From an optimization exercise on the open Yosys and OpenROAD flow, aimed at small area; shortcuts taken in it are not production practice. RTL that was checked went through simulation tests only; none was proved equivalent to the original. Only the layout flow was run in run 4; the RTL was not checked for function there. No driver is modelled on the clock port, so clocking that relies on it looks cheaper here than on a real chip. Power figures rest on the tool's default switching activity, not on a simulated workload.

==> flow/mtree.tcl <==
# Manual clock tree for a small design: the register clock pins are split
# into K groups of (nearly) equal size by recursive bisection along the
# longer side; each group gets a LEAF buffer at its centre, and one ROOT
# buffer on the clock port drives the K leaf buffers.
proc mct_split {pts K} {
  if {$K <= 1} { return [list $pts] }
  set xs {}; set ys {}
  foreach p $pts { lappend xs [lindex $p 0]; lappend ys [lindex $p 1] }
  set xs [lsort -integer $xs]; set ys [lsort -integer $ys]
  set w [expr {[lindex $xs end] - [lindex $xs 0]}]
  set h [expr {[lindex $ys end] - [lindex $ys 0]}]
  set ax [expr {$w >= $h ? 0 : 1}]
  set sorted [lsort -integer -index $ax $pts]
  set k1 [expr {$K / 2}]
  set n1 [expr {int(round(double([llength $pts]) * $k1 / $K))}]
  return [concat [mct_split [lrange $sorted 0 [expr {$n1 - 1}]] $k1] \
                 [mct_split [lrange $sorted $n1 end] [expr {$K - $k1}]]]
}
proc manual_clock_tree {K leaf root} {
  set block [ord::get_db_block]
  set db [ord::get_db]
  set clknet [$block findNet clk]
  set pts {}
  set i 0
  foreach it [$clknet getITerms] {
    set bb [[$it getInst] getBBox]
    lappend pts [list [expr {([$bb xMin]+[$bb xMax])/2}] [expr {([$bb yMin]+[$bb yMax])/2}] $it]
  }
  set groups [mct_split $pts $K]
  set lm [$db findMaster $leaf]
  set rm [$db findMaster $root]
  set rootnet [odb::dbNet_create $block clknet_root]
  $rootnet setSigType CLOCK
  set k 0
  set sx 0; set sy 0
  foreach g $groups {
    set net [odb::dbNet_create $block clknet_leaf_$k]
    $net setSigType CLOCK
    set gx 0; set gy 0
    foreach p $g {
      set it [lindex $p 2]
      $it disconnect
      $it connect $net
      set gx [expr {$gx + [lindex $p 0]}]; set gy [expr {$gy + [lindex $p 1]}]
    }
    set gx [expr {$gx / [llength $g]}]; set gy [expr {$gy / [llength $g]}]
    set inst [odb::dbInst_create $block $lm clkbuf_leaf_$k]
    [$inst findITerm A] connect $rootnet
    [$inst findITerm X] connect $net
    $inst setLocation $gx $gy
    $inst setPlacementStatus PLACED
    set sx [expr {$sx + $gx}]; set sy [expr {$sy + $gy}]
    puts "clock leaf $k: [llength $g] registers"
    incr k
  }
  set rinst [odb::dbInst_create $block $rm clkbuf_root]
  [$rinst findITerm A] connect $clknet
  [$rinst findITerm X] connect $rootnet
  $rinst setLocation [expr {$sx / $K}] [expr {$sy / $K}]
  $rinst setPlacementStatus PLACED
}

# Undo manual_clock_tree: every register clock pin back on the clock port.
proc remove_manual_clock_tree {} {
  set block [ord::get_db_block]
  set clknet [$block findNet clk]
  foreach net [$block getNets] {
    if {![string match clknet_leaf_* [$net getName]]} continue
    foreach it [$net getITerms] {
      if {[string match clkbuf_leaf_* [[$it getInst] getName]]} continue
      $it disconnect
      $it connect $clknet
    }
  }
  foreach inst [$block getInsts] {
    if {[string match clkbuf_leaf_* [$inst getName]] || [$inst getName] eq "clkbuf_root"} {
      odb::dbInst_destroy $inst
    }
  }
  foreach net [$block getNets] {
    if {[string match clknet_leaf_* [$net getName]] || [$net getName] eq "clknet_root"} {
      odb::dbNet_destroy $net
    }
  }
}

proc worst_clock_pin_slew {} {
  estimate_parasitics -placement
  set worst 0
  foreach p [get_pins -hierarchical */CLK] {
    set s [get_property $p slew_max]
    if {$s > $worst} { set worst $s }
  }
  return $worst
}

proc build_clock_tree {candidates limit} {
  set_propagated_clock [all_clocks]
  foreach c $candidates {
    lassign $c K leaf root
    manual_clock_tree $K sky130_fd_sc_hd__$leaf sky130_fd_sc_hd__$root
    set s [worst_clock_pin_slew]
    puts "clock tree $K x $leaf from $root: estimated worst clock-pin slew $s"
    if {$s <= $limit} { return 1 }
    remove_manual_clock_tree
  }
  return 0
}
==> flow/post_floorplan.tcl <==
# After floorplanning: let OpenROAD's restructure remap the combinational
# logic with ABC for area, against a copy of the library without the don't-use cells (run.sh
# writes it).
set rmp_dir $::env(OBJECTS_DIR)/rmp
file mkdir $rmp_dir
set_dont_use $::env(DONT_USE_CELLS)
restructure -target area -liberty_file $::env(RMP_LIB) \
  -tielo_port sky130_fd_sc_hd__conb_1/LO -tiehi_port sky130_fd_sc_hd__conb_1/HI \
  -work_dir $rmp_dir -abc_logfile $rmp_dir/abc.log
report_design_area
==> flow/run.sh <==
#!/bin/bash
# The standard ORFS layout (the standard.sh, standard synthesis included),
# with the capture muxes swapped for a22o cells and the rest of the logic
# remapped for area by OpenROAD's restructure (flow/pre_floorplan.tcl,
# flow/post_floorplan.tcl),
# smaller port buffers, cells sized down after placement, and a small
# hand-built two-level clock tree (flow/pre_cts.tcl). Each ORFS step logs to
# orfs/logs/; make's own output goes to flow_make.log.
set -euo pipefail
python3 flow/filt_lib.py "$FLOW_HOME/platforms/sky130hd/lib/sky130_fd_sc_hd__tt_025C_1v80.lib" \
  "$PWD/rmp.lib" > filt_lib.log 2>&1
bash standard.sh \
  "RMP_LIB=$PWD/rmp.lib" \
  "BUFFER_PORTS_ARGS=-buffer_cell sky130_fd_sc_hd__buf_1" \
  "POST_RESIZE_TCL=$PWD/flow/post_resize.tcl" \
  "PRE_FLOORPLAN_TCL=$PWD/flow/pre_floorplan.tcl" \
  "POST_FLOORPLAN_TCL=$PWD/flow/post_floorplan.tcl" \
  "PRE_CTS_TCL=$PWD/flow/pre_cts.tcl" \
  "CTS_ARGS=-clk_nets clk -sink_clustering_enable -dont_use_dummy_load -buf_list sky130_fd_sc_hd__clkbuf_8" \
  finish > flow_make.log 2>&1
==> constraint.sdc <==
create_clock -name core_clock -period 5.0 [get_ports {clk}]
set_input_delay 1.0000 -clock core_clock [delete_from_list [all_inputs] [get_ports {clk}]]
set_output_delay 1.0000 -clock core_clock [all_outputs]
set_load 0.01 [all_outputs]
==> flow/pre_floorplan.tcl <==
# Before floorplanning: Yosys/ABC maps the transmitter's word capture (load a
# bit of tx_data or take the next ring stage) to one mux2 per bit, all on one
# select net. An a22o (8.76 um2) with the select and its inverse, the inverse
# made once by a shared inverter, does the same in less area than a mux2
# (11.26 um2), so swap every mux2 whose select drives two or more of them.
# Buffers left without a load are removed by the floorplan step.
set block [ord::get_db_block]
set db [ord::get_db]
set a22o [$db findMaster sky130_fd_sc_hd__a22o_1]
set inv [$db findMaster sky130_fd_sc_hd__inv_1]
# the net a select comes from before any buffers ABC put on it
proc unbuffered {net} {
  while 1 {
    set drv ""
    foreach it [$net getITerms] { if {[$it isOutputSignal]} { set drv [$it getInst] } }
    if {$drv eq "" || ![string match sky130_fd_sc_hd__buf_* [[$drv getMaster] getName]]} {
      return $net
    }
    set net [[$drv findITerm A] getNet]
  }
}
set bysel [dict create]
foreach inst [$block getInsts] {
  if {![string match sky130_fd_sc_hd__mux2_* [[$inst getMaster] getName]]} continue
  set snet [unbuffered [[$inst findITerm S] getNet]]
  dict lappend bysel [$snet getId] $inst
}
set n 0
set swapped 0
dict for {sid insts} $bysel {
  if {[llength $insts] < 2} continue
  set snet [odb::dbNet_getNet $block $sid]
  set nnet [odb::dbNet_create $block mux_sel_n_$n]
  set iv [odb::dbInst_create $block $inv mux_sel_inv_$n]
  [$iv findITerm A] connect $snet
  [$iv findITerm Y] connect $nnet
  foreach inst $insts {
    set a0 [[$inst findITerm A0] getNet]
    set a1 [[$inst findITerm A1] getNet]
    set x [[$inst findITerm X] getNet]
    set name [$inst getName]
    odb::dbInst_destroy $inst
    set g [odb::dbInst_create $block $a22o $name]
    [$g findITerm A1] connect $snet
    [$g findITerm A2] connect $a1
    [$g findITerm B1] connect $nnet
    [$g findITerm B2] connect $a0
    [$g findITerm X] connect $x
    incr swapped
  }
  incr n
}
puts "pre_floorplan: $swapped mux2 cells on $n select nets swapped for a22o"

==> standard.sh <==
#!/bin/bash
# synth_recipe.tcl (not shown) runs the flow's synth.tcl, then flattens the netlist and writes it again
# the make line also repeats each setting of config.mk as NAME=value (left out here)
make -C /OpenROAD-flow-scripts/flow DESIGN_CONFIG=/design/flow/config.mk WORK_HOME=/design/flow/orfs CLKGATE_MAP_FILE= SYNTH_SCRIPT=/design/flow/synth_recipe.tcl "${@:-finish}"
==> flow/filt_lib.py <==
# Copy a liberty file without the cells ORFS marks don't-use for sky130hd
# (probe cells, lpflow cells), for ABC to map to.
import re, sys
src, dst = sys.argv[1], sys.argv[2]
drop = re.compile(r'sky130_fd_sc_hd__(probe|lpflow_)')
out = []
skip_depth = None
depth = 0
with open(src) as f:
    for line in f:
        if skip_depth is None:
            m = re.match(r'\s*cell\s*\(\s*"?([^")]+)"?\s*\)', line)
            if m and drop.match(m.group(1)):
                skip_depth = depth
        opens = line.count('{'); closes = line.count('}')
        if skip_depth is None:
            out.append(line)
        depth += opens - closes
        if skip_depth is not None and depth <= skip_depth:
            skip_depth = None
with open(dst, 'w') as g:
    g.writelines(out)
==> flow/pre_cts.tcl <==
source [file join [file dirname [info script]] mtree.tcl]
build_clock_tree {
  {9 clkbuf_4 clkbuf_2}
  {5 clkbuf_8 clkbuf_2}
  {10 clkbuf_4 clkbuf_2}
  {6 clkbuf_8 clkbuf_2}
  {11 clkbuf_4 clkbuf_2}
  {7 clkbuf_8 clkbuf_2}
} 0.105
==> design.v <==
module paritygen(ip, clk, rst, clr, hold, set, setval, parity);
	input ip, clk, rst, clr, hold, set, setval;
	output reg parity;
	always @(posedge clk or posedge rst)
		if (rst)
			parity <= 1'b0;
		else if (clr)
			parity <= 1'b0;
		else if (set)
			parity <= setval;
		else if (!hold)
			parity <= parity ^ ip;
endmodule
module UART_Tx(TransmittedSerialData,DoneTx,DataIn,CLK_Baudin,RstTx,NewData,Flag_in);
	localparam size = 32;
	input [size-1:0] DataIn;
	input CLK_Baudin, RstTx, NewData;
	input Flag_in;
	output TransmittedSerialData;
	output DoneTx;
	localparam [5:0] ST_IDLE  = 6'd0;
	localparam [5:0] ST_FIRST = 6'd1;    
	reg [5:0] counter;
	reg [36:0] ring;
	wire idle = (counter[3:0] == 4'b0000);
	wire pend = (counter[3:0] == 4'b1000);
	wire last = ({counter[5], counter[2:0]} == 4'b0100);
	wire inj  = ({counter[5:3], counter[0]} == 4'b1001);
	wire load = idle & NewData;
	wire Parity;
	paritygen parity1(.ip(ring[1]), .clk(CLK_Baudin), .rst(RstTx), .clr(load | pend),
	                  .hold(idle), .set(last), .setval(!Flag_in), .parity(Parity));
	always @(posedge CLK_Baudin or posedge RstTx) begin
		if (RstTx)
			counter <= ST_IDLE;
		else if (load | pend)
			counter <= ST_FIRST;
		else if (last & !Flag_in)
			counter <= ST_IDLE;
		else
			counter <= {counter[4:0], counter[5] ^ counter[0]};
	end
	always @(posedge CLK_Baudin) begin
		ring[36]    <= load | ring[0];
		ring[35:34] <= ring[36:35];
		ring[33:2]  <= load ? DataIn : ring[34:3];
		ring[1]     <= load ? 1'b0 : inj ? Parity : ring[2];
		ring[0]     <= load ? 1'b1 : inj ? Parity : ring[1];
	end
	assign TransmittedSerialData = ring[0] | idle;
	assign DoneTx = idle & Parity;
endmodule
module UART_Rx(DataOut, DoneRx, SerialInputData, CLK_Baudin, RstRx, Flag_Rx, DoneTx);
	parameter size = 32;
	input SerialInputData;
	input CLK_Baudin, RstRx;
	input DoneTx;  
	output [size-1:0] DataOut;
	output DoneRx;
	output Flag_Rx;
	localparam [5:0] ST_IDLE  = 6'd0;
	localparam [5:0] ST_FIRST = 6'd1;
	reg [5:0] counter;
	reg [size+1:0] shift_reg;
	reg good;
	wire idle  = (counter[2:0] == 3'b000);
	wire check = ({counter[5:3], counter[0]} == 4'b1001);
	always @(posedge CLK_Baudin or posedge RstRx) begin
		if (RstRx) begin
			counter <= ST_IDLE;
			good <= 1'b0;
		end else begin
			if (idle)
				counter <= SerialInputData ? ST_IDLE : ST_FIRST;
			else if (check)
				counter <= ST_IDLE;
			else
				counter <= {counter[4:0], counter[5] ^ counter[0]};
			if (idle)
				good <= !SerialInputData;
			else if (!check)
				good <= good ^ SerialInputData;
		end
	end
	always @(posedge CLK_Baudin)
		shift_reg <= {SerialInputData, shift_reg[size+1:1]};
	assign DataOut = shift_reg[size-1:0];
	assign Flag_Rx = check & !good;
	assign DoneRx = idle & good;
endmodule
module uart_txrx (
    input  wire        clk,        
    input  wire        rst,        
    input  wire [31:0] tx_data,    
    input  wire        tx_start,   
    input  wire        tx_retry,   
    output wire        txd,        
    output wire        tx_done,    
    input  wire        rxd,        
    output wire [31:0] rx_data,    
    output wire        rx_done,    
    output wire        rx_error    
);
    UART_Tx u_tx (
        .TransmittedSerialData(txd),
        .DoneTx(tx_done),
        .DataIn(tx_data),
        .CLK_Baudin(clk),
        .RstTx(rst),
        .NewData(tx_start),
        .Flag_in(tx_retry)
    );
    UART_Rx u_rx (
        .DataOut(rx_data),
        .DoneRx(rx_done),
        .SerialInputData(rxd),
        .CLK_Baudin(clk),
        .RstRx(rst),
        .Flag_Rx(rx_error),
        .DoneTx(tx_done)
    );
endmodule
==> flow/post_resize.tcl <==
# After the standard placement resize: size cells down where timing allows
# (power recovery), then repair any slew or capacitance the downsizing broke.
log_cmd repair_timing -recover_power 100 -verbose
log_cmd repair_design -verbose
==> config.mk <==
export PLATFORM = sky130hd
export DESIGN_NAME = uart_txrx
export DESIGN_NICKNAME = uart_txrx
export VERILOG_FILES = /design/flow/design.v
export SDC_FILE = /design/flow/constraint.sdc
export NUM_CORES = 4
export LEC_CHECK = 0
export CAP_MARGIN = 20
export CORE_MARGIN = 2
export CORE_UTILIZATION = 40
export PLACE_DENSITY = 0.6
export SLEW_MARGIN = 20
==> flow_summary_export.csv, run 1 <==
group,metric,value,unit
run_status,run_status,"no timing/DRC/antenna violations",
worst_setup_path,crit_startpoint,"u_rx.counter[5]",
worst_setup_path,setup.reg_to_reg.worst_slack,2.65,ns
detailed_routing,drc_errors,0,
place,place_worst_setup_slack,2.148,ns
detailed_routing,wirelength,4098,um
worst_setup_path,critical_path_top_delay_cell,"sky130_fd_sc_hd__nor4_1",
sta,tightestPinTransition,0.8828,ns
worst_setup_path,critPathArrivalTime,1.83,ns
detailed_routing,ant_nets,0,
worst_setup_path,path_class,"flip-flop to primary output",
grt,grt.overflow.total,0,
sta,upper_clock_frequency_limit,353.0,MHz
grt,wire_length_of_the_first_global_routing_pass,6893,um
grt,number_of_global_route_vias_before_repair,1433,
min_path,timing.hold.worst.class,"flip-flop to flip-flop",
detailed_routing,detailedRoute.firstIterationViolations,44,
worst_setup_path,reg2reg_depth,5,
run,drv.max_cap_violation_count,0,
sta,timing.final.max_slew_violations,0,
detailed_routing,detail_route.first_pass.iterations,4,
sta,final.setup.worst_slack,2.167,ns
die,core_area,6350,um^2
sta,finalHoldViolations,0,
die,initial_core_util,0.4150,
clock_tree,worst_skew_pair.late_latency,0.47,ns
detailed_routing,drt-vias-per-instance,4.563,
finish,areaGrowthSynthToFinish,5.556,%
min_path,depth_of_the_worst_hold_timing_path,0,
yosys,number_of_cells_produced_by_synthesis,197,
finish,largest_register_ff_count,37,
yosys,synth_nets,234,
die,dieHeight,85.17,um
yosys,synth.cell_area,2635,um^2
yosys,post_synth.cell_area_avg,13.38,um^2
sta,final.hold.worst_slack,0.3334,ns
place,dp.final_hpwl,2735,um
sta,fin_worst_skew,0.01019,ns
yosys,yosysWarningCount,3,
power,power_density,568.8,nW/um^2
worst_setup_path,crit_path_cell_trace,"clkinv_1 > nor4_1 > nor2b_1 > buf_1",
place,gp_congestion,0.7123,
sta,finalWorstPathRequiredPeriod,2.833,ns
clock_tree,postCtsSetupBuffers,0,
power,worst_ir_drop_vdd,0.3149,mV
worst_setup_path,worst-path-stages,4,
die,die-area,7253,um^2
worst_setup_path,crit_family,"simple AND/OR/NAND/NOR gates",
clock_tree,cts_resized,0,
sta,unrepaired_setup_endpoints_after_global_routing,"no",
finish,antenna_cells,0,
clock_tree,path_clk_slew,0.09,ns
sta,setup_total_negative_slack,0,ns
worst_setup_path,end_kind,"primary output",
clock_tree,cts_hold_buffers,0,
power,power.static_leakage,1.091,nW
grt,grt_antenna_before_repair,0,
worst_setup_path,critical_path_required,4.00,ns
sta,fin_crit_sh,0.5665,
worst_setup_path,critical_path_peak_fanout,5,
die,dieWidth,85.17,um
grt,maximum_number_of_pins_on_one_net_before_global_route_repair,35,
worst_setup_path,peak_per_stage_delay_on_the_critical_path,0.55,ns
finish,share_of_post_route_cells_with_drive_strength_above_1,0.03200,
worst_setup_path,crit-reg2reg-launch,"u_tx.counter[0]",
detailed_routing,total_number_of_vias,1492,
worst_setup_path,crit_end,"rx_error",
detailed_routing,wl_per_cell,12.53,um
worst_setup_path,setup.worst_path.start_class,"flip-flop",
worst_setup_path,timing.rr.end,"u_tx.ring[7]",
finish,final_nets,289,
die,top_level_ports,73,
sta,slew_headroom,0.4079,
sta,finalSetupViolCount,0,
worst_setup_path,worstPathBufferInverterCount,2,
die,rows,29,
grt,globalRouteTotalUtil,0.1120,
place,port_buffers,72,
==> cells in the final DEF, fill, tap and decap left out <==
master	n
sky130_fd_sc_hd__a21oi_1	3
sky130_fd_sc_hd__a22o_1	32
sky130_fd_sc_hd__a22oi_1	1
sky130_fd_sc_hd__a2bb2oi_1	1
sky130_fd_sc_hd__a31oi_1	2
sky130_fd_sc_hd__and2_0	2
sky130_fd_sc_hd__buf_1	72
sky130_fd_sc_hd__buf_4	1
sky130_fd_sc_hd__clkbuf_2	1
sky130_fd_sc_hd__clkbuf_8	6
sky130_fd_sc_hd__clkinv_1	13
sky130_fd_sc_hd__dfrtp_1	14
sky130_fd_sc_hd__dfxtp_1	71
sky130_fd_sc_hd__nand2_1	3
sky130_fd_sc_hd__nand2b_1	1
sky130_fd_sc_hd__nor2_1	10
sky130_fd_sc_hd__nor2b_1	4
sky130_fd_sc_hd__nor3_1	1
sky130_fd_sc_hd__nor4_1	4
sky130_fd_sc_hd__o2111ai_1	1
sky130_fd_sc_hd__o211ai_1	1
sky130_fd_sc_hd__o21ai_0	3
sky130_fd_sc_hd__o2bb2ai_1	1
sky130_fd_sc_hd__or2_0	2
==> worst reg2reg max path: stages, from the launching register on <==
cell,delay [ns]
sky130_fd_sc_hd__dfrtp_1,0.43
sky130_fd_sc_hd__nor4_1,0.12
sky130_fd_sc_hd__nand2_1,0.08
sky130_fd_sc_hd__buf_4,0.33
sky130_fd_sc_hd__clkinv_1,0.80
sky130_fd_sc_hd__a22o_1,0.49
==> where the power goes <==
part,internal (mW),leakage [nW],switching (mW)
Sequential,0.893,0.759,0.0922
Clock,0.111,0.0473,0.189
Combinational,0.166,0.285,0.131
Total,1.17,1.09,0.412
==> how the worst min path moves through the flow <==
stage | startpoint | to
6_report | u_tx.ring[36] | u_tx.ring[35]
5_1_grt | u_rx.shift_reg[20] | u_rx.shift_reg[19]
4_1_cts | u_rx.shift_reg[32] | u_rx.shift_reg[31]
3_5_place_dp | u_tx.ring[36] | u_tx.ring[35]
3_3_place_gp | u_rx.shift_reg[32] | u_rx.shift_reg[31]
2_1_floorplan | u_rx.shift_reg[32] | u_rx.shift_reg[31]
==> cell type report <==
| class | count | area [um^2] |
|---|---|---|
| fillers | 643 | 3568 |
| flip-flops and latches | 85 | 1772 |
| multi-input cells | 72 | 499.2 |
| repair buffers | 73 | 277.8 |
| well taps | 77 | 96.34 |
| plain buffers | 7 | 87.58 |
| inverters | 13 | 48.80 |
==> per-layer routing <==
metal	routed length [um]	global-route usage
met3	415	0.03891
met5	0	0
met1	1937	0.1631
met4	46	0.01587
met2	1699	0.1655
==> metrics by stage <==
step,total power [mW],utilization,instance area (um^2),cells
global route,1.702,0.4380,2781,327
finish,1.582,0.4380,2781,327
floorplan,1.172,-,2635,197
CTS,1.604,0.4380,2781,327
global placement,1.293,0.4242,2694,320
detailed placement,1.299,0.4242,2694,320
==> run 2, diff against run 1 <==
--- a/flow/pre_cts.tcl
+++ b/flow/pre_cts.tcl
@@ -6,4 +6,4 @@
   {6 clkbuf_8 clkbuf_2}
   {11 clkbuf_4 clkbuf_2}
   {7 clkbuf_8 clkbuf_2}
-} 0.105
+} 0.115
==> run 2 against run 1 <==
Sequential power about the same. Global-route usage unchanged. Clock power down 8.0%. Cell count increased by 0.92%. Critical path type unchanged. Die area did not move. Fmax fell by 1.1%. Register-to-register slack got worse by 0.02 ns. Synthesized area unchanged. Final area down 0.54%.
==> flow_summary_export.csv, run 2 <==
group,metric,value,unit
run_status,run_status,"no timing/DRC/antenna violations",
sta,fin_worst_skew,0.01614,ns
sta,finalHoldViolations,0,
grt,maximum_number_of_pins_on_one_net_before_global_route_repair,35,
sta,finalSetupViolCount,0,
detailed_routing,detailedRoute.firstIterationViolations,67,
worst_setup_path,critPathArrivalTime,1.86,ns
finish,share_of_post_route_cells_with_drive_strength_above_1,0.04348,
clock_tree,cts_resized,0,
yosys,post_synth.cell_area_avg,13.38,um^2
sta,upper_clock_frequency_limit,349.1,MHz
grt,globalRouteTotalUtil,0.1120,
finish,antenna_cells,0,
min_path,timing.hold.worst.class,"flip-flop to flip-flop",
yosys,number_of_cells_produced_by_synthesis,197,
sta,fin_crit_sh,0.5729,
place,dp.final_hpwl,2735,um
finish,design_area,2766,um^2
place,place_worst_setup_slack,2.148,ns
power,worst_ir_drop_vdd,0.2490,mV
finish,num-fill-cells,641,
die,initial_core_util,0.4150,
power,power.static_leakage,1.089,nW
worst_setup_path,critical_path_peak_fanout,5,
sta,timing.final.max_slew_violations,0,
place,placed_cells,320,
yosys,synth.cell_area,2635,um^2
clock_tree,cts_hold_buffers,0,
sta,tightestPinTransition,0.8740,ns
worst_setup_path,reg2reg_depth,5,
sta,slew_headroom,0.4137,
place,port_buffers,72,
sta,unrepaired_setup_endpoints_after_global_routing,"no",
grt,grt.overflow.total,0,
power,power.total,1.558,mW
worst_setup_path,path_class,"flip-flop to primary output",
grt,grt_antenna_before_repair,0,
grt,wire_length_of_the_first_global_routing_pass,6886,um
min_path,depth_of_the_worst_hold_timing_path,0,
finish,final_common_cell,"sky130_fd_sc_hd__buf_1",
place,detailed_place.area,2694,um^2
clock_tree,worst_skew_pair.late_latency,0.49,ns
detailed_routing,wl_per_cell,12.57,um
run,drv.max_cap_violation_count,0,
detailed_routing,drt-vias-per-instance,4.570,
worst_setup_path,setup.worst_path.start_class,"flip-flop",
finish,layoutNonFillerInstCount,330,
detailed_routing,drc_errors,0,
clock_tree,postCtsSetupBuffers,0,
sta,finalWorstPathRequiredPeriod,2.865,ns
die,rows,29,
die,dieWidth,85.17,um
worst_setup_path,setup.reg_to_reg.worst_slack,2.63,ns
die,dieHeight,85.17,um
finish,final_cell_mix,"72 x sky130_fd_sc_hd__buf_1, 71 x sky130_fd_sc_hd__dfxtp_1, 32 x sky130_fd_sc_hd__a22o_1, 14 x sky130_fd_sc_hd__dfrtp_1, 13 x sky130_fd_sc_hd__clkinv_1",
die,top_level_ports,73,
detailed_routing,total_number_of_vias,1508,
detailed_routing,ant_nets,0,
sta,final.setup.worst_slack,2.135,ns
worst_setup_path,end_kind,"primary output",
yosys,synth_nets,234,
finish,largest_register_ff_count,37,
clock_tree,path_clk_slew,0.10,ns
worst_setup_path,critical_path_required,4.00,ns
die,die-area,7253,um^2
sta,setup_total_negative_slack,0,ns
finish,final_nets,292,
detailed_routing,detail_route.first_pass.iterations,4,
sta,final.hold.worst_slack,0.3383,ns
place,gp_congestion,0.7123,
yosys,yosysWarningCount,3,
power,power_density,563.1,nW/um^2
die,core_area,6350,um^2
grt,number_of_global_route_vias_before_repair,1464,
finish,areaGrowthSynthToFinish,4.986,%
finish,final_util,0.4357,
detailed_routing,wirelength,4148,um
[run 2: changes by cell type in the layout (fill, tap and decap cells not counted), sizes merged]
| cell | change |
|---|---|
| clkbuf | +3 |
[run 2: final cells by class]
cell class,count,area [um^2],share of cell area
sequential,85,1772,0.6404
multi-input combinational,72,499.2,0.1805
timing repair buffer,73,277.8,0.1004
tap,77,96.34,0.03483
buffer,10,72.57,0.02623
inverter,13,48.80,0.01764
[run 2: path summary, 6_finish.rpt]
check	from	end
hold / removal	u_rx.shift_reg[32]	u_rx.shift_reg[31]
setup reg to reg	u_tx.counter[0]	u_tx.ring[15]
setup / recovery	u_rx.counter[0]	rx_error
max in group asynchronous	rst	u_rx.counter[5]
min in group asynchronous	rst	u_rx.good
hold reg to reg	u_rx.shift_reg[32]	u_rx.shift_reg[31]
[run 2: power by group]
group	switching, mW	internal (mW)
Clock	0.189	0.0873
Sequential	0.0928	0.892
Combinational	0.131	0.166
[run 2: critical path, cell delays in order (launching register included)]
cell                       delay, ns
sky130_fd_sc_hd__dfrtp_1        0.39
sky130_fd_sc_hd__clkinv_1       0.11
sky130_fd_sc_hd__nor4_1         0.50
sky130_fd_sc_hd__nor2b_1        0.21
sky130_fd_sc_hd__buf_1          0.16
[run 2: metal layers]
layer	wire length, um	vias up	GRT usage
met5	0	-	0
met4	80	0	0.02309
met3	423	7	0.04086
met2	1726	49	0.1676
met1	1918	688	0.1569
li1	-	764	-
==> run 3, diff against run 2 <==
--- a/flow/pre_cts.tcl
+++ b/flow/pre_cts.tcl
@@ -1,5 +1,7 @@
 source [file join [file dirname [info script]] mtree.tcl]
 build_clock_tree {
+  {4 clkbuf_8 clkbuf_2}
+  {8 clkbuf_4 clkbuf_2}
   {9 clkbuf_4 clkbuf_2}
   {5 clkbuf_8 clkbuf_2}
   {10 clkbuf_4 clkbuf_2}
--- a/config.mk
+++ b/config.mk
@@ -7,6 +7,6 @@
 export LEC_CHECK = 0
 export CAP_MARGIN = 20
 export CORE_MARGIN = 2
-export CORE_UTILIZATION = 40
-export PLACE_DENSITY = 0.6
+export CORE_UTILIZATION = 70
+export PLACE_DENSITY = 0.8
 export SLEW_MARGIN = 20
==> run 3 against run 2 <==
Critical path type unchanged. Utilization up 31 points. Sequential share of layout area up 1.1 points. Critical endpoint unchanged. Final area down 1.7%. Global-route usage up 7.1 points. Still clean on timing, DRC and antenna. Largest power group unchanged.
==> flow_summary_export.csv, run 3 <==
group,metric,value,unit
sta,fin_worst_skew,0.01125,ns
power,power.static_leakage,1.084,nW
place,dp.final_hpwl,2732,um
finish,final_nets,291,
grt,grt.overflow.total,0,
worst_setup_path,critical_path_peak_fanout,5,
finish,antenna_cells,0,
sta,setup_total_negative_slack,0,ns
power,clock_share_of_power,0.166,
clock_tree,cts_hold_buffers,0,
worst_setup_path,critical_path_required,4.00,ns
finish,final_cell_mix,"72 x sky130_fd_sc_hd__buf_1, 71 x sky130_fd_sc_hd__dfxtp_1, 32 x sky130_fd_sc_hd__a22o_1, 14 x sky130_fd_sc_hd__dfrtp_1, 13 x sky130_fd_sc_hd__clkinv_1",
finish,final_common_cell,"sky130_fd_sc_hd__buf_1",
power,worst_ir_drop_vdd,0.3146,mV
power,p_int,1.138,mW
sta,upper_clock_frequency_limit,346.5,MHz
power,comb_power_share,0.196,
finish,final_util,0.7486,
finish,areaGrowthSynthToFinish,3.229,%
sta,fin_crit_sh,0.5772,
power,power.switching_fraction,0.2649,
detailed_routing,wl_per_cell,13.21,um
sta,tightestPinTransition,0.8561,ns
min_path,timing.hold.worst.class,"flip-flop to flip-flop",
clock_tree,worst_skew_pair.late_latency,0.43,ns
detailed_routing,total_number_of_vias,1540,
finish,share_of_post_route_cells_with_drive_strength_above_1,0.03968,
sta,finalHoldViolations,0,
detailed_routing,drt-vias-per-instance,5.133,
grt,wire_length_of_the_first_global_routing_pass,6313,um
place,gp_congestion,0.8960,
yosys,synth.cell_area,2635,um^2
place,port_buffers,72,
die,die-area,4271,um^2
sta,final.hold.worst_slack,0.3359,ns
sta,finalSetupViolCount,0,
sta,unrepaired_setup_endpoints_after_global_routing,"no",
finish,design_area,2720,um^2
grt,grt_antenna_before_repair,0,
die,dieHeight,65.36,um
clock_tree,path_clk_slew,0.11,ns
power,power_density,568.9,nW/um^2
detailed_routing,detailedRoute.firstIterationViolations,88,
die,rows,22,
grt,number_of_global_route_vias_before_repair,1440,
place,detailed_place.area,2654,um^2
run_status,run_status,"no timing/DRC/antenna violations",
sta,slew_headroom,0.4257,
yosys,number_of_cells_produced_by_synthesis,197,
grt,maximum_number_of_pins_on_one_net_before_global_route_repair,35,
detailed_routing,detail_route.first_pass.iterations,4,
yosys,post_synth.cell_area_avg,13.38,um^2
grt,globalRouteTotalUtil,0.1831,
sta,timing.final.max_slew_violations,0,
power,power.total,1.547,mW
die,dieWidth,65.36,um
yosys,synth_nets,234,
power,total_switching_power,0.4099,mW
die,core_area,3633,um^2
detailed_routing,ant_nets,0,
run,drv.max_cap_violation_count,0,
finish,largest_register_ff_count,37,
power,share_seq_of_total_power,0.638,
detailed_routing,wirelength,3964,um
clock_tree,postCtsSetupBuffers,0,
die,initial_core_util,0.7252,
worst_setup_path,setup.worst_path.start_class,"flip-flop",
clock_tree,cts_resized,0,
worst_setup_path,path_class,"flip-flop to primary output",
yosys,yosysWarningCount,3,
die,top_level_ports,73,
detailed_routing,drc_errors,0,
sta,finalWorstPathRequiredPeriod,2.886,ns
worst_setup_path,end_kind,"primary output",
worst_setup_path,critPathArrivalTime,1.89,ns
run 3: path summary, 6_finish.rpt:
path	start	slack (ns)	depth (start not counted)	to
max reg2reg	u_tx.counter[0]	2.37	5	u_tx.ring[3]
min in group asynchronous	rst	0.48	2	u_rx.counter[3]
max in group asynchronous	rst	4.26	2	u_tx.counter[3]
max	u_rx.counter[5]	2.11	4	rx_error
min reg2reg	u_rx.shift_reg[32]	0.34	0	u_rx.shift_reg[31]
min	u_rx.shift_reg[32]	0.34	0	u_rx.shift_reg[31]
run 3: through the flow:
step,std cells,worst slack (ns)
finish,300,2.114
global route,300,1.864
CTS,300,1.479
detailed placement,291,0.9887
global placement,291,2.220
floorplan,197,2.932
run 3: critical path, cell delays in order (launching register included):
cell and delay [ns]:
sky130_fd_sc_hd__dfrtp_1 0.38, sky130_fd_sc_hd__clkinv_1 0.09, sky130_fd_sc_hd__nor4_1 0.62, sky130_fd_sc_hd__nor2b_1 0.21, sky130_fd_sc_hd__buf_1 0.16
run 3: final cells by class:
type / count / area (um^2)
fillers: 258 / 913.4
well taps: 48 / 60.06
flip-flops and latches: 85 / 1772
repair buffers: 73 / 275.3
inverters: 13 / 48.80
multi-input cells: 72 / 499.2
plain buffers: 9 / 65.06
run 3: per-layer routing:
layer  track usage  wire length (um)  vias up
met5             0                 0        -
met2        0.3125              1874       40
met4       0.03906                60        0
li1              -                 -      767
met3       0.02740               230        7
met1        0.2500              1798      726
run 3: power by group through the flow:
stage	Sequential (mW)	Combinational, mW	Clock [mW]
after global placement	0.997	0.288	0
after global routing	1.01	0.339	0.296
after detailed placement	0.996	0.303	0
after floorplan	0.916	0.256	0
after CTS	0.986	0.307	0.267
final	0.987	0.303	0.257
==> run 4, diff against run 3 <==
--- a/design.v
+++ b/design.v
@@ -19,13 +19,13 @@
 	output TransmittedSerialData;
 	output DoneTx;
 	localparam [5:0] ST_IDLE  = 6'd0;
-	localparam [5:0] ST_FIRST = 6'd1;    
+	localparam [5:0] ST_FIRST = 6'd3;    
 	reg [5:0] counter;
 	reg [36:0] ring;
-	wire idle = (counter[3:0] == 4'b0000);
-	wire pend = (counter[3:0] == 4'b1000);
-	wire last = ({counter[5], counter[2:0]} == 4'b0100);
-	wire inj  = ({counter[5:3], counter[0]} == 4'b1001);
+	wire idle = ({counter[3], counter[2], counter[1], counter[0]} == 4'b0000);
+	wire pend = ({counter[3], counter[2], counter[1], counter[0]} == 4'b0001);
+	wire last = ({counter[3], counter[2], counter[1], counter[0]} == 4'b1000);
+	wire inj  = ({counter[5], counter[4], counter[1], counter[0]} == 4'b0010);
 	wire load = idle & NewData;
 	wire Parity;
 	paritygen parity1(.ip(ring[1]), .clk(CLK_Baudin), .rst(RstTx), .clr(load | pend),
@@ -59,12 +59,12 @@
 	output DoneRx;
 	output Flag_Rx;
 	localparam [5:0] ST_IDLE  = 6'd0;
-	localparam [5:0] ST_FIRST = 6'd1;
+	localparam [5:0] ST_FIRST = 6'd8;
 	reg [5:0] counter;
 	reg [size+1:0] shift_reg;
 	reg good;
-	wire idle  = (counter[2:0] == 3'b000);
-	wire check = ({counter[5:3], counter[0]} == 4'b1001);
+	wire idle  = ({counter[5], counter[4], counter[3], counter[0]} == 4'b0000);
+	wire check = ({counter[4], counter[3], counter[2], counter[1]} == 4'b0010);
 	always @(posedge CLK_Baudin or posedge RstRx) begin
 		if (RstRx) begin
 			counter <= ST_IDLE;
==> run 4 against run 3 <==
Sequential share of layout area increased by 0.48 points. Global-route usage increased by 1.2 points. Critical endpoint is now rx_done. Utilization about the same. Cell count decreased by 2.3%. Final area decreased by 0.74%. Still clean. First-iteration DRC count increased by 10%. Sequential power increased by 1%. Largest power group unchanged. Clock power about the same.
==> flow_summary_export.csv, run 4 <==
group,metric,value,unit
sta,upper_clock_frequency_limit,336.2,MHz
finish,final_nets,284,
detailed_routing,wirelength,4008,um
worst_setup_path,path_class,"flip-flop to primary output",
min_path,timing.hold.worst.class,"flip-flop to flip-flop",
sta,finalWorstPathRequiredPeriod,2.975,ns
yosys,post_synth.cell_area_avg,13.34,um^2
worst_setup_path,worstPathBufferInverterCount,2,
worst_setup_path,peak_per_stage_delay_on_the_critical_path,0.62,ns
power,power_density,578.1,nW/um^2
finish,antenna_cells,0,
die,top_level_ports,73,
worst_setup_path,critical_path_top_delay_cell,"sky130_fd_sc_hd__nor4_1",
die,die-area,4220,um^2
power,power.total,1.561,mW
finish,areaGrowthSynthToFinish,3.800,%
place,gp_congestion,0.7822,
finish,largest_register_ff_count,37,
detailed_routing,wl_per_cell,13.68,um
detailed_routing,ant_nets,0,
sta,unrepaired_setup_endpoints_after_global_routing,"no",
worst_setup_path,end_kind,"primary output",
detailed_routing,detailedRoute.firstIterationViolations,97,
clock_tree,worst_skew_pair.late_latency,0.46,ns
grt,globalRouteTotalUtil,0.1948,
finish,share_of_post_route_cells_with_drive_strength_above_1,0.04082,
sta,slew_headroom,0.5475,
sta,timing.final.max_slew_violations,0,
die,dieWidth,64.96,um
finish,final_cell_mix,"72 x sky130_fd_sc_hd__buf_1, 71 x sky130_fd_sc_hd__dfxtp_1, 32 x sky130_fd_sc_hd__a22o_1, 14 x sky130_fd_sc_hd__dfrtp_1, 9 x sky130_fd_sc_hd__clkinv_1",
sta,final.hold.worst_slack,0.3366,ns
sta,setup_total_negative_slack,0,ns
worst_setup_path,critPathArrivalTime,1.97,ns
sta,finalSetupViolCount,0,
grt,grt_antenna_before_repair,0,
grt,grt.overflow.total,0,
sta,finalHoldViolations,0,
clock_tree,path_clk_slew,0.10,ns
worst_setup_path,crit_path_cell_trace,"nor4_1 > clkinv_1 > nor2b_1 > buf_1",
place,port_buffers,72,
sta,fin_worst_skew,0.006404,ns
detailed_routing,drc_errors,0,
run,drv.max_cap_violation_count,0,
grt,wire_length_of_the_first_global_routing_pass,6499,um
worst_setup_path,critical_path_required,4.00,ns
detailed_routing,drt-vias-per-instance,5.041,
yosys,synth.cell_area,2601,um^2
detailed_routing,detail_route.first_pass.iterations,4,
clock_tree,cts_hold_buffers,0,
sta,tightestPinTransition,0.6726,ns
die,initial_core_util,0.7214,
detailed_routing,total_number_of_vias,1477,
die,rows,22,
sta,fin_crit_sh,0.5950,
finish,final_common_cell,"sky130_fd_sc_hd__buf_1",
worst_setup_path,crit_family,"simple AND/OR/NAND/NOR gates",
worst_setup_path,setup.worst_path.start_class,"flip-flop",
worst_setup_path,critical_path_peak_fanout,5,
place,dp.final_hpwl,2774,um
die,dieHeight,64.96,um
power,worst_ir_drop_vdd,0.2908,mV
grt,number_of_global_route_vias_before_repair,1420,
die,core_area,3606,um^2
clock_tree,cts_resized,0,
yosys,synth_nets,232,
power,power.static_leakage,1.068,nW
clock_tree,postCtsSetupBuffers,0,
run_status,run_status,"no timing/DRC/antenna violations",
yosys,number_of_cells_produced_by_synthesis,195,
grt,maximum_number_of_pins_on_one_net_before_global_route_repair,35,
yosys,yosysWarningCount,3,
==> run 4: stage by stage <==
stage                       util  setup WS (ns)  area [um^2]  instances
after floorplan                -          2.868         2601        195
after global placement    0.7325          2.439         2641        284
after detailed placement  0.7304          1.171         2634        284
after CTS                 0.7484          1.617         2699        293
after global routing      0.7488          1.752         2700        293
final                     0.7488          2.025         2700        293
==> run 4: routing by layer <==
metal,global-route usage,up-vias,share of wire
li1,-,745,-
met1,0.2584,686,0.43
met2,0.3376,40,0.49
met3,0.03125,6,0.062
met4,0.04255,0,0.016
met5,0,-,0
==> run 4: final timing paths <==
check | startpoint | slack, ns | cells past startpoint | endpoint
worst max-delay path | u_rx.counter[4] | 2.03 | 4 | rx_done
worst min-delay path | u_tx.ring[36] | 0.34 | 0 | u_tx.ring[35]
worst max register to register | u_tx.counter[0] | 2.34 | 6 | u_tx.ring[13]
worst min register to register | u_tx.ring[36] | 0.34 | 0 | u_tx.ring[35]
max in group asynchronous | rst | 4.30 | 2 | u_tx.parity1.parity
min in group asynchronous | rst | 0.45 | 2 | u_rx.counter[4]
==> run 4: final cells by class <==
cell class | instances | area, um^2
Sequential cell | 85 | 1772
Fill cell | 250 | 905.9
Multi-Input combinational cell | 68 | 490.5
Timing Repair Buffer | 74 | 279.0
Buffer | 9 | 65.06
Tap cell | 48 | 60.06
Inverter | 9 | 33.78
==> run 4: report_power, final <==
| part | internal [mW] | leakage (nW) | switching (mW) |
|---|---|---|---|
| Combinational | 0.175 | 0.266 | 0.131 |
| Sequential | 0.900 | 0.762 | 0.0966 |
| Clock | 0.0788 | 0.0410 | 0.179 |
| Total | 1.15 | 1.07 | 0.407 |
==> run 5, diff against run 4 <==
--- a/design.v
+++ b/design.v
@@ -59,12 +59,12 @@
 	output DoneRx;
 	output Flag_Rx;
 	localparam [5:0] ST_IDLE  = 6'd0;
-	localparam [5:0] ST_FIRST = 6'd8;
+	localparam [5:0] ST_FIRST = 6'd9;
 	reg [5:0] counter;
 	reg [size+1:0] shift_reg;
 	reg good;
-	wire idle  = ({counter[5], counter[4], counter[3], counter[0]} == 4'b0000);
-	wire check = ({counter[4], counter[3], counter[2], counter[1]} == 4'b0010);
+	wire idle  = ({counter[5], counter[2], counter[1], counter[0]} == 4'b0000);
+	wire check = ({counter[3], counter[2], counter[1], counter[0]} == 4'b0100);
 	always @(posedge CLK_Baudin or posedge RstRx) begin
 		if (RstRx) begin
 			counter <= ST_IDLE;
@@ -75,7 +75,7 @@
 			else if (check)
 				counter <= ST_IDLE;
 			else
-				counter <= {counter[4:0], counter[5] ^ counter[0]};
+				counter <= {counter[4:0], counter[5] ^ counter[4]};
 			if (idle)
 				good <= !SerialInputData;
 			else if (!check)
==> run 5 against run 4 <==
Clock power about the same. Sequential power decreased by 0.7%. Still clean. Synthesized area about the same. Hold slack about the same. Wire length decreased by 1.8%. Sequential cell count unchanged. Via count decreased by 1.2%. Worst setup slack improved by 0.0097 ns. Total power increased by 0.24%. Die area about the same. Register-to-register slack improved by 0.36 ns.
==> flow_summary_export.csv, run 5 <==
group,metric,value,unit
grt,wire_length_of_the_first_global_routing_pass,6334,um
sta,tightestPinTransition,0.8481,ns
die,core_area,3606,um^2
min_path,hp-start,"u_tx.ring[36]",
place,place_worst_setup_slack,2.174,ns
place,gp_congestion,0.7581,
clock_tree,path_clk_slew,0.10,ns
worst_setup_path,reg2reg_depth,5,
run,drv.max_cap_violation_count,0,
detailed_routing,wl_met3,238,um
finish,multi_input_area,486.7,um^2
sta,setup_total_negative_slack,0,ns
detailed_routing,wl_per_cell,13.52,um
yosys,synth_nets,233,
worst_setup_path,setup.reg_to_reg.worst_slack,2.70,ns
power,worst_ir_drop_vdd,0.3198,mV
detailed_routing,ant_nets,0,
sta,upper_clock_frequency_limit,337.3,MHz
min_path,min_delay_worst_endpoint,"u_tx.ring[35]",
die,initial_core_util,0.7210,
clock_tree,postCtsSetupBuffers,0,
yosys,synth.cell_area,2600,um^2
run_status,run_status,"no timing/DRC/antenna violations",
die,rows,22,
finish,final_common_cell,"sky130_fd_sc_hd__buf_1",
die,dieWidth,64.95,um
finish,layoutNonFillerInstCount,291,
power,power_density,580.6,nW/um^2
detailed_routing,drt-vias-per-instance,5.017,
detailed_routing,route.top_layer_used,"met4",
clock_tree,cts_resized,0,
worst_setup_path,end_kind,"primary output",
worst_setup_path,setup.worst_path.start_class,"flip-flop",
sta,fin_worst_skew,0.01068,ns
worst_setup_path,timing.rr.end,"u_tx.ring[36]",
place,port_buffers,72,
power,p_int,1.157,mW
finish,largest_register_ff_count,37,
sta,fin_crit_sh,0.5930,
finish,seqCellArea,1772,um^2
detailed_routing,detailedRoute.firstIterationViolations,91,
finish,num-fill-cells,254,
finish,areaGrowthSynthToFinish,3.657,%
power,comb_power_share,0.203,
power,share_seq_of_total_power,0.633,
die,die-area,4218,um^2
detailed_routing,routedLengthMet1,1809,um
worst_setup_path,critical_path_required,4.00,ns
worst_setup_path,path_class,"flip-flop to primary output",
yosys,number_of_cells_produced_by_synthesis,196,
finish,final_cell_mix,"72 x sky130_fd_sc_hd__buf_1, 71 x sky130_fd_sc_hd__dfxtp_1, 32 x sky130_fd_sc_hd__a22o_1, 14 x sky130_fd_sc_hd__dfrtp_1, 9 x sky130_fd_sc_hd__clkinv_1",
detailed_routing,wirelength,3935,um
sta,finalSetupViolCount,0,
sta,slew_headroom,0.4311,
detailed_routing,met2RoutedLength,1836,um
power,power.switching_fraction,0.2608,
grt,number_of_global_route_vias_before_repair,1397,
place,dp.final_hpwl,2738,um
power,power.static_leakage,1.073,nW
finish,antenna_cells,0,
detailed_routing,total_number_of_vias,1460,
worst_setup_path,critical_path_peak_fanout,4,
grt,globalRouteTotalUtil,0.1868,
power,total_switching_power,0.4081,mW
die,dieHeight,64.95,um
yosys,post_synth.cell_area_avg,13.27,um^2
finish,final_nets,282,
detailed_routing,detail_route.first_pass.iterations,4,
worst_setup_path,critPathArrivalTime,1.97,ns
place,placed_cells,282,
min_path,depth_of_the_worst_hold_timing_path,0,
sta,unrepaired_setup_endpoints_after_global_routing,"no",
min_path,timing.hold.worst.class,"flip-flop to flip-flop",
detailed_routing,drc_errors,0,
sta,finalHoldViolations,0,
finish,share_of_post_route_cells_with_drive_strength_above_1,0.04115,
die,top_level_ports,73,
yosys,yosysWarningCount,3,
sta,finalWorstPathRequiredPeriod,2.965,ns
clock_tree,cts_hold_buffers,0,
power,clock_share_of_power,0.165,
worst_setup_path,crit-reg2reg-launch,"u_tx.counter[0]",
grt,maximum_number_of_pins_on_one_net_before_global_route_repair,35,
sta,timing.final.max_slew_violations,0,
clock_tree,worst_skew_pair.late_latency,0.46,ns
grt,grt.overflow.total,0,
sta,final.setup.worst_slack,2.035,ns
grt,grt_antenna_before_repair,0,
run 5: worst max-delay path by stage:
stage,startpoint,to,depth (start not counted)
5_1_grt,u_rx.counter[0],rx_done,4
3_5_place_dp,tx_start,u_tx.ring[11],5
4_1_cts,u_rx.counter[0],rx_done,4
3_3_place_gp,tx_start,u_tx.ring[24],5
6_report,u_rx.counter[0],rx_done,4
2_1_floorplan,u_rx.counter[0],rx_error,2
run 5: layout make-up:
type                            count  share of cell area
Timing Repair Buffer               73              0.1031
Inverter                            9             0.01253
Sequential cell                    85              0.6574
Tap cell                           48             0.02228
Buffer                              9             0.02414
Multi-Input combinational cell     67              0.1806
run 5: critical path, stage by stage (launching register included):
cell and delay [ns]:
sky130_fd_sc_hd__dfrtp_1 0.41, sky130_fd_sc_hd__nor4_1 0.55, sky130_fd_sc_hd__clkinv_1 0.24, sky130_fd_sc_hd__nor2b_1 0.15, sky130_fd_sc_hd__buf_1 0.16
run 5: layer usage:
| metal | global-route usage | vias to the layer above |
|---|---|---|
| li1 | - | 737 |
| met1 | 0.2558 | 675 |
| met2 | 0.3157 | 41 |
| met3 | 0.03299 | 7 |
| met4 | 0.03457 | 0 |
| met5 | 0 | - |
run 5: stage by stage:
stage	area (um^2)	hold WS, ns	util	total power, mW
final	2695	0.3370	0.7474	1.565
after global routing	2695	0.3334	0.7474	1.669
after CTS	2695	0.3377	0.7474	1.581
after detailed placement	2630	0.3121	0.7294	1.322
after global placement	2630	0.3109	0.7294	1.307
after floorplan	2600	0.3096	-	1.272
run 5: power groups by stage:
| stage | clock network, mW | registers [mW] | logic, mW |
|---|---|---|---|
| finish | 0.258 | 0.990 | 0.317 |
| global route | 0.298 | 1.01 | 0.361 |
| CTS | 0.268 | 0.991 | 0.322 |
| detailed placement | 0 | 1.00 | 0.318 |
| global placement | 0 | 1.00 | 0.302 |
| floorplan | 0 | 0.982 | 0.290 |
==> run 6, diff against run 5 <==
--- a/flow/pre_cts.tcl
+++ b/flow/pre_cts.tcl
@@ -1,6 +1,9 @@
 source [file join [file dirname [info script]] mtree.tcl]
 build_clock_tree {
+  {7 clkbuf_4 clkbuf_1}
+  {7 clkbuf_4 clkbuf_2}
   {4 clkbuf_8 clkbuf_2}
+  {8 clkbuf_4 clkbuf_1}
   {8 clkbuf_4 clkbuf_2}
   {9 clkbuf_4 clkbuf_2}
   {5 clkbuf_8 clkbuf_2}
--- a/config.mk
+++ b/config.mk
@@ -7,6 +7,6 @@
 export LEC_CHECK = 0
 export CAP_MARGIN = 20
 export CORE_MARGIN = 2
-export CORE_UTILIZATION = 70
-export PLACE_DENSITY = 0.8
+export CORE_UTILIZATION = 85
+export PLACE_DENSITY = 0.92
 export SLEW_MARGIN = 20
==> run 6 against run 5 <==
Synthesized area stayed put. Hold slack worse by 0.052 ns. Utilization is 15 points higher. Clock power hardly changed. Sequential cell count stayed put. Largest cell class unchanged.
==> flow_summary_export.csv, run 6 <==
group,metric,value,unit
run_status,run_status,"no timing/DRC/antenna violations",
detailed_routing,met2RoutedLength,2733,um
sta,setup_total_negative_slack,0,ns
worst_setup_path,timing.rr.end,"u_tx.ring[23]",
worst_setup_path,crit_startpoint,"u_rx.counter[0]",
sta,upper_clock_frequency_limit,303.4,MHz
detailed_routing,detail_route.first_pass.iterations,4,
grt,globalRouteTotalUtil,0.2858,
grt,wire_length_of_the_first_global_routing_pass,7493,um
clock_tree,worst_skew_pair.late_latency,0.62,ns
finish,areaGrowthSynthToFinish,2.695,%
place,port_buffers,72,
detailed_routing,drc_errors,0,
min_path,timing.hold.worst.class,"input port to asynchronous set/reset pin",
finish,antenna_cells,0,
worst_setup_path,crit_end,"rx_done",
worst_setup_path,critical_path_top_delay_cell,"sky130_fd_sc_hd__nor4_1",
detailed_routing,route.top_layer_used,"met4",
die,rows,20,
detailed_routing,total_number_of_vias,1592,
clock_tree,path_clk_slew,0.12,ns
worst_setup_path,crit_path_cell_trace,"nor4_1 > clkinv_1 > nor2b_1 > buf_1",
worst_setup_path,worst-path-stages,4,
power,power.static_leakage,1.067,nW
finish,final_nets,281,
worst_setup_path,reg2reg_depth,4,
detailed_routing,wl_per_cell,17.95,um
sta,fin_worst_skew,0.01462,ns
clock_tree,cts_resized,0,
worst_setup_path,peak_per_stage_delay_on_the_critical_path,0.62,ns
finish,largest_register_ff_count,37,
detailed_routing,drt-vias-per-instance,5.789,
die,dieWidth,59.31,um
sta,finalSetupViolCount,0,
worst_setup_path,critical_path_required,4.00,ns
grt,grt_antenna_before_repair,0,
sta,timing.final.max_slew_violations,0,
detailed_routing,detailedRoute.firstIterationViolations,78,
worst_setup_path,setup.reg_to_reg.worst_slack,2.40,ns
finish,final_common_cell,"sky130_fd_sc_hd__buf_1",
die,top_level_ports,73,
finish,design_area,2670,um^2
grt,grt.overflow.total,0,
yosys,synth.cell_area,2600,um^2
run,drv.max_cap_violation_count,0,
die,dieHeight,59.31,um
sta,slew_headroom,0.4155,
finish,num-fill-cells,125,
place,gp_congestion,0.7341,
sta,finalWorstPathRequiredPeriod,3.296,ns
power,power_density,601.1,nW/um^2
grt,number_of_global_route_vias_before_repair,1589,
sta,unrepaired_setup_endpoints_after_global_routing,"no",
worst_setup_path,crit-reg2reg-launch,"u_tx.counter[0]",
worst_setup_path,end_kind,"primary output",
yosys,synth_nets,233,
worst_setup_path,critical_path_peak_fanout,4,
finish,multi_input_area,489.2,um^2
sta,tightestPinTransition,0.8713,ns
finish,seqCellArea,1772,um^2
clock_tree,cts_hold_buffers,0,
worst_setup_path,critPathArrivalTime,2.30,ns
power,worst_ir_drop_vdd,0.3686,mV
worst_setup_path,path_class,"flip-flop to primary output",
place,dp.final_hpwl,3481,um
die,initial_core_util,0.8731,
detailed_routing,routedLengthMet1,1849,um
detailed_routing,wl_met3,223,um
yosys,yosysWarningCount,3,
detailed_routing,wirelength,4937,um
die,core_area,2978,um^2
worst_setup_path,worstPathBufferInverterCount,2,
yosys,number_of_cells_produced_by_synthesis,196,
detailed_routing,ant_nets,0,
finish,share_of_post_route_cells_with_drive_strength_above_1,0.03719,
sta,finalHoldViolations,0,
die,die-area,3517,um^2
worst_setup_path,setup.worst_path.start_class,"flip-flop",
worst_setup_path,crit_family,"simple AND/OR/NAND/NOR gates",
grt,maximum_number_of_pins_on_one_net_before_global_route_repair,35,
clock_tree,postCtsSetupBuffers,0,
sta,fin_crit_sh,0.6591,
finish,final_cell_mix,"72 x sky130_fd_sc_hd__buf_1, 71 x sky130_fd_sc_hd__dfxtp_1, 32 x sky130_fd_sc_hd__a22o_1, 14 x sky130_fd_sc_hd__dfrtp_1, 9 x sky130_fd_sc_hd__clkinv_1",
place,detailed_place.area,2604,um^2
yosys,post_synth.cell_area_avg,13.27,um^2
run 6: routing by layer:
metal	track usage	vias up
met3	0.03275	14
met2	0.5416	73
met5	0	-
met1	0.3293	768
li1	-	737
met4	0.09740	0
run 6: final cells by class:
cell class,count,area share
Sequential cell,85,0.6635
Multi-Input combinational cell,67,0.1832
Timing Repair Buffer,72,0.1012
Buffer,9,0.02390
Tap cell,33,0.01546
Inverter,9,0.01265
run 6: worst min path at each step:
stage | end | slack (ns) | cells after the start
final | u_rx.counter[2] | 0.29 | 2
after global routing | u_tx.counter[2] | 0.26 | 2
after CTS | u_tx.counter[2] | 0.25 | 2
after detailed placement | u_rx.shift_reg[32] | 0.32 | 0
after global placement | u_tx.ring[35] | 0.31 | 0
after floorplan | u_rx.shift_reg[31] | 0.31 | 0
run 6: worst register-to-register path: stages, from the launching register on:
cell and delay [ns]:
sky130_fd_sc_hd__dfrtp_1 0.46, sky130_fd_sc_hd__nor4_1 0.13, sky130_fd_sc_hd__nand2_2 0.50, sky130_fd_sc_hd__clkinv_1 0.90, sky130_fd_sc_hd__a22o_1 0.51
run 6: power by group:
part	internal [mW]	switching (mW)	total, mW
logic	0.180	0.158	0.338
clock network	0.0762	0.180	0.256
registers	0.898	0.113	1.01
total	1.15	0.451	1.61
run 6: metrics by stage:
| stage | std cells | hold WS, ns | util | worst slack [ns] | total power, mW |
|---|---|---|---|---|---|
| 6_report | 275 | 0.2850 | 0.8966 | 1.704 | 1.605 |
| 5_1_grt | 275 | 0.2582 | 0.8966 | 1.520 | 1.681 |
| 4_1_cts | 275 | 0.2455 | 0.8958 | 1.677 | 1.605 |
| 3_5_place_dp | 266 | 0.3161 | 0.8744 | 1.393 | 1.350 |
| 3_3_place_gp | 266 | 0.3148 | 0.8744 | 1.680 | 1.294 |
| 2_1_floorplan | 196 | 0.3096 | - | 2.734 | 1.272 |
==> run 7, diff against run 6 <==
--- a/design.v
+++ b/design.v
@@ -40,11 +40,13 @@
 		else
 			counter <= {counter[4:0], counter[5] ^ counter[0]};
 	end
+	localparam [36:0] INV = 37'h2_AAAA_AAA8;
+	wire [36:0] ring_v = ring ^ INV;    
 	always @(posedge CLK_Baudin) begin
 		ring[36]    <= load | ring[0];
 		ring[35:34] <= ring[36:35];
-		ring[33:2]  <= load ? DataIn : ring[34:3];
-		ring[1]     <= load ? 1'b0 : inj ? Parity : ring[2];
+		ring[33:2]  <= (load ? DataIn : ring_v[34:3]) ^ INV[33:2];
+		ring[1]     <= load ? 1'b0 : inj ? Parity : ring_v[2];
 		ring[0]     <= load ? 1'b1 : inj ? Parity : ring[1];
 	end
 	assign TransmittedSerialData = ring[0] | idle;
==> run 7 against run 6 <==
Register-to-register slack improved by 0.52 ns. Critical path depth did not move. Cell count up 10%. Worst setup slack better by 0.041 ns. Synthesized area increased by 2.7%. Sequential cell count did not move. Critical path type unchanged. Critical endpoint unchanged.
==> flow_summary_export.csv, run 7 <==
group,metric,value,unit
worst_setup_path,crit_path_cell_trace,"nor4_1 > clkinv_1 > nor2b_1 > buf_1",
detailed_routing,detail_route.first_pass.iterations,4,
detailed_routing,drc_errors,0,
finish,final_util,0.8748,
yosys,synth.cell_area,2671,um^2
grt,globalRouteTotalUtil,0.2486,
detailed_routing,wl_per_cell,14.19,um
sta,slew_headroom,0.5433,
power,power.static_leakage,1.050,nW
die,dieHeight,60.06,um
run_status,run_status,"no timing/DRC/antenna violations",
grt,maximum_number_of_pins_on_one_net_before_global_route_repair,51,
sta,finalHoldViolations,0,
yosys,synth_top_cells_by_area,"sky130_fd_sc_hd__dfxtp_1 53%, sky130_fd_sc_hd__dfrtp_1 13%, sky130_fd_sc_hd__buf_4 9.6%, sky130_fd_sc_hd__mux2i_1 6.7%, sky130_fd_sc_hd__o21ai_1 3.4%",
worst_setup_path,setup.reg_to_reg.worst_slack,2.92,ns
yosys,distinct_cell_type_count_after_synthesis,26,
sta,unrepaired_setup_endpoints_after_global_routing,"no",
place,gp_congestion,0.7804,
detailed_routing,drt-vias-per-instance,5.182,
yosys,synth_enable_flop_cells,0,
worst_setup_path,critical_path_top_delay_cell,"sky130_fd_sc_hd__nor4_1",
sta,finalWorstPathRequiredPeriod,3.254,ns
clock_tree,path_clk_slew,0.12,ns
sta,timing.final.max_slew_violations,0,
detailed_routing,detailedRoute.firstIterationViolations,91,
finish,final_common_cell,"sky130_fd_sc_hd__buf_1",
finish,areaGrowthSynthToFinish,-0.8431,%
finish,share_of_post_route_cells_with_drive_strength_above_1,0.03475,
place,dp.final_hpwl,3037,um
die,core_area,3028,um^2
sta,tightestPinTransition,0.6788,ns
sta,upper_clock_frequency_limit,307.3,MHz
sta,fin_crit_sh,0.6509,
worst_setup_path,setup.worst_path.start_class,"flip-flop",
clock_tree,cts_resized,0,
detailed_routing,ant_nets,0,
detailed_routing,total_number_of_vias,1570,
sta,fin_worst_skew,0.01443,ns
grt,wire_length_of_the_first_global_routing_pass,6886,um
yosys,post_synth.cell_area_avg,12.25,um^2
clock_tree,cts_hold_buffers,0,
yosys,synth_async_sr_flop_share,0.1647,
worst_setup_path,critical_path_peak_fanout,4,
worst_setup_path,path_class,"flip-flop to primary output",
clock_tree,postCtsSetupBuffers,0,
worst_setup_path,crit-reg2reg-launch,"u_tx.counter[0]",
yosys,seq_area_frac_synth,0.6632,
worst_setup_path,end_kind,"primary output",
finish,final_cell_mix,"72 x sky130_fd_sc_hd__buf_1, 71 x sky130_fd_sc_hd__dfxtp_1, 22 x sky130_fd_sc_hd__nor2_1, 17 x sky130_fd_sc_hd__a21oi_1, 17 x sky130_fd_sc_hd__o22ai_1",
die,top_level_ports,73,
clock_tree,worst_skew_pair.late_latency,0.65,ns
power,power.total,1.537,mW
yosys,synth_flop_cell,"sky130_fd_sc_hd__dfxtp_1",
grt,grt.overflow.total,0,
die,dieWidth,60.06,um
yosys,yosysMostFrequentCell,"sky130_fd_sc_hd__dfxtp_1",
place,port_buffers,72,
worst_setup_path,critPathArrivalTime,2.25,ns
sta,setup_total_negative_slack,0,ns
power,power_density,580.3,nW/um^2
die,die-area,3607,um^2
finish,final_nets,298,
yosys,synth_seq_cells,85,
yosys,yosysWarningCount,3,
yosys,synth_nets,255,
worst_setup_path,timing.rr.end,"u_tx.ring[36]",
worst_setup_path,reg2reg_depth,5,
yosys,post-synth-top-area-fraction,0.5321,
worst_setup_path,peak_per_stage_delay_on_the_critical_path,0.62,ns
grt,grt_antenna_before_repair,0,
worst_setup_path,critical_path_required,4.00,ns
yosys,yosys-top-cells-count,"71 x sky130_fd_sc_hd__dfxtp_1, 34 x sky130_fd_sc_hd__buf_4, 18 x sky130_fd_sc_hd__mux2i_1, 18 x sky130_fd_sc_hd__o21ai_1, 17 x sky130_fd_sc_hd__nand3_1",
grt,number_of_global_route_vias_before_repair,1562,
yosys,number_of_cells_produced_by_synthesis,218,
min_path,timing.hold.worst.class,"input port to asynchronous set/reset pin",
power,worst_ir_drop_vdd,0.3891,mV
sta,finalSetupViolCount,0,
yosys,synth_area_leader_cell,"sky130_fd_sc_hd__dfxtp_1",
run,drv.max_cap_violation_count,0,
finish,antenna_cells,0,
die,rows,20,
finish,largest_register_ff_count,37,
die,initial_core_util,0.8822,
detailed_routing,wirelength,4299,um
[run 7: logic make-up after synthesis]
family                    Yosys count  synth area share
and+or+nand+nor                    46           0.09976
AOI/OAI and AO/OA                  20           0.04263
DFF                                85            0.6632
xor gates and xnor gates            3          0.009838
muxes                              18           0.06745
buffers and inverters              46            0.1171
[run 7: how the worst max path moves through the flow]
stage | from | end
floorplan | u_rx.counter[0] | rx_error
global placement | tx_start | u_tx.ring[36]
detailed placement | u_rx.counter[0] | rx_done
CTS | u_rx.counter[0] | rx_done
global route | u_rx.counter[0] | rx_done
finish | u_rx.counter[5] | rx_done
[run 7: metrics by stage]
step	hold WS, ns	cells	area, um^2	setup WS, ns
floorplan	0.3096	218	2671	2.854
global placement	0.3126	294	2585	2.491
detailed placement	0.3154	294	2585	2.409
CTS	0.2097	303	2649	1.642
global route	0.2149	303	2649	1.420
finish	0.2644	303	2649	1.746
[run 7: critical path, delay by kind of cell (launching register included)]
kind | cells | cell delay, ns
and+or+nand+nor | 2 | 0.78
buffers and inverters | 2 | 0.42
DFF | 1 | 0.42
[run 7: area by class of cell]
type / instances / area (um^2)
sequential: 85 / 1772
multi-input combinational: 83 / 446.7
fill: 161 / 379.1
timing repair buffer: 73 / 277.8
buffer: 9 / 63.81
tap: 44 / 55.05
inverter: 9 / 33.78
[run 7: report_power, final]
group / total [mW] / leakage (nW) / switching, mW / internal (mW)
Combinational: 0.276 / 0.247 / 0.142 / 0.133
Sequential: 1.00 / 0.765 / 0.102 / 0.900
Clock: 0.259 / 0.0380 / 0.183 / 0.0762
[run 7: routing by layer]
metal  track usage  share of wire  vias up
met5             0              0        -
met4       0.06032          0.013        0
met3       0.04113          0.063        6
met2        0.4519           0.53       54
met1        0.3074           0.40      740
li1              -              -      770

[static timing again, ports no longer ideal]
In the flow no input, the clock included, has a driving cell. The finished layouts below were timed again as built, in two steps. Step 1, drivers: a clkbuf_16 drives clk and a buf_2 each remaining input, both assumed. Step 2 also shifts input and output timing later by t, the mid clock arrival at the registers, as if the neighbouring blocks saw the same clock. Slacks: ideal ports / drivers / drivers and shift; pairs: ideal ports / drivers.
run	t, ns	setup slack, ns	worst setup path after step 2	worst register clock-pin slew, ns	worst slew at a driven data input, ns
run 1	0.488	2.167 / 2.140 / 2.124	input to register	0.09 / 0.09	0.05
run 2	0.513	2.135 / 2.109 / 2.124	input to register	0.10 / 0.10	0.05
run 3	0.452	2.114 / 2.087 / 1.837	input to register	0.11 / 0.11	0.05
run 4	0.477	2.025 / 2.000 / 1.899	input to register	0.11 / 0.11	0.04
run 5	0.474	2.035 / 2.012 / 2.152	input to register	0.11 / 0.11	0.04
run 6	0.641	1.704 / 1.680 / 1.868	input to register	0.12 / 0.12	0.06
run 7	0.661	1.746 / 1.722 / 2.383	register to output	0.12 / 0.12	0.04
After both steps setup and hold are still met in every run listed. The setup slack of run 3, which loses most, moves by -0.027 ns with the drivers and by -0.277 ns with both steps.
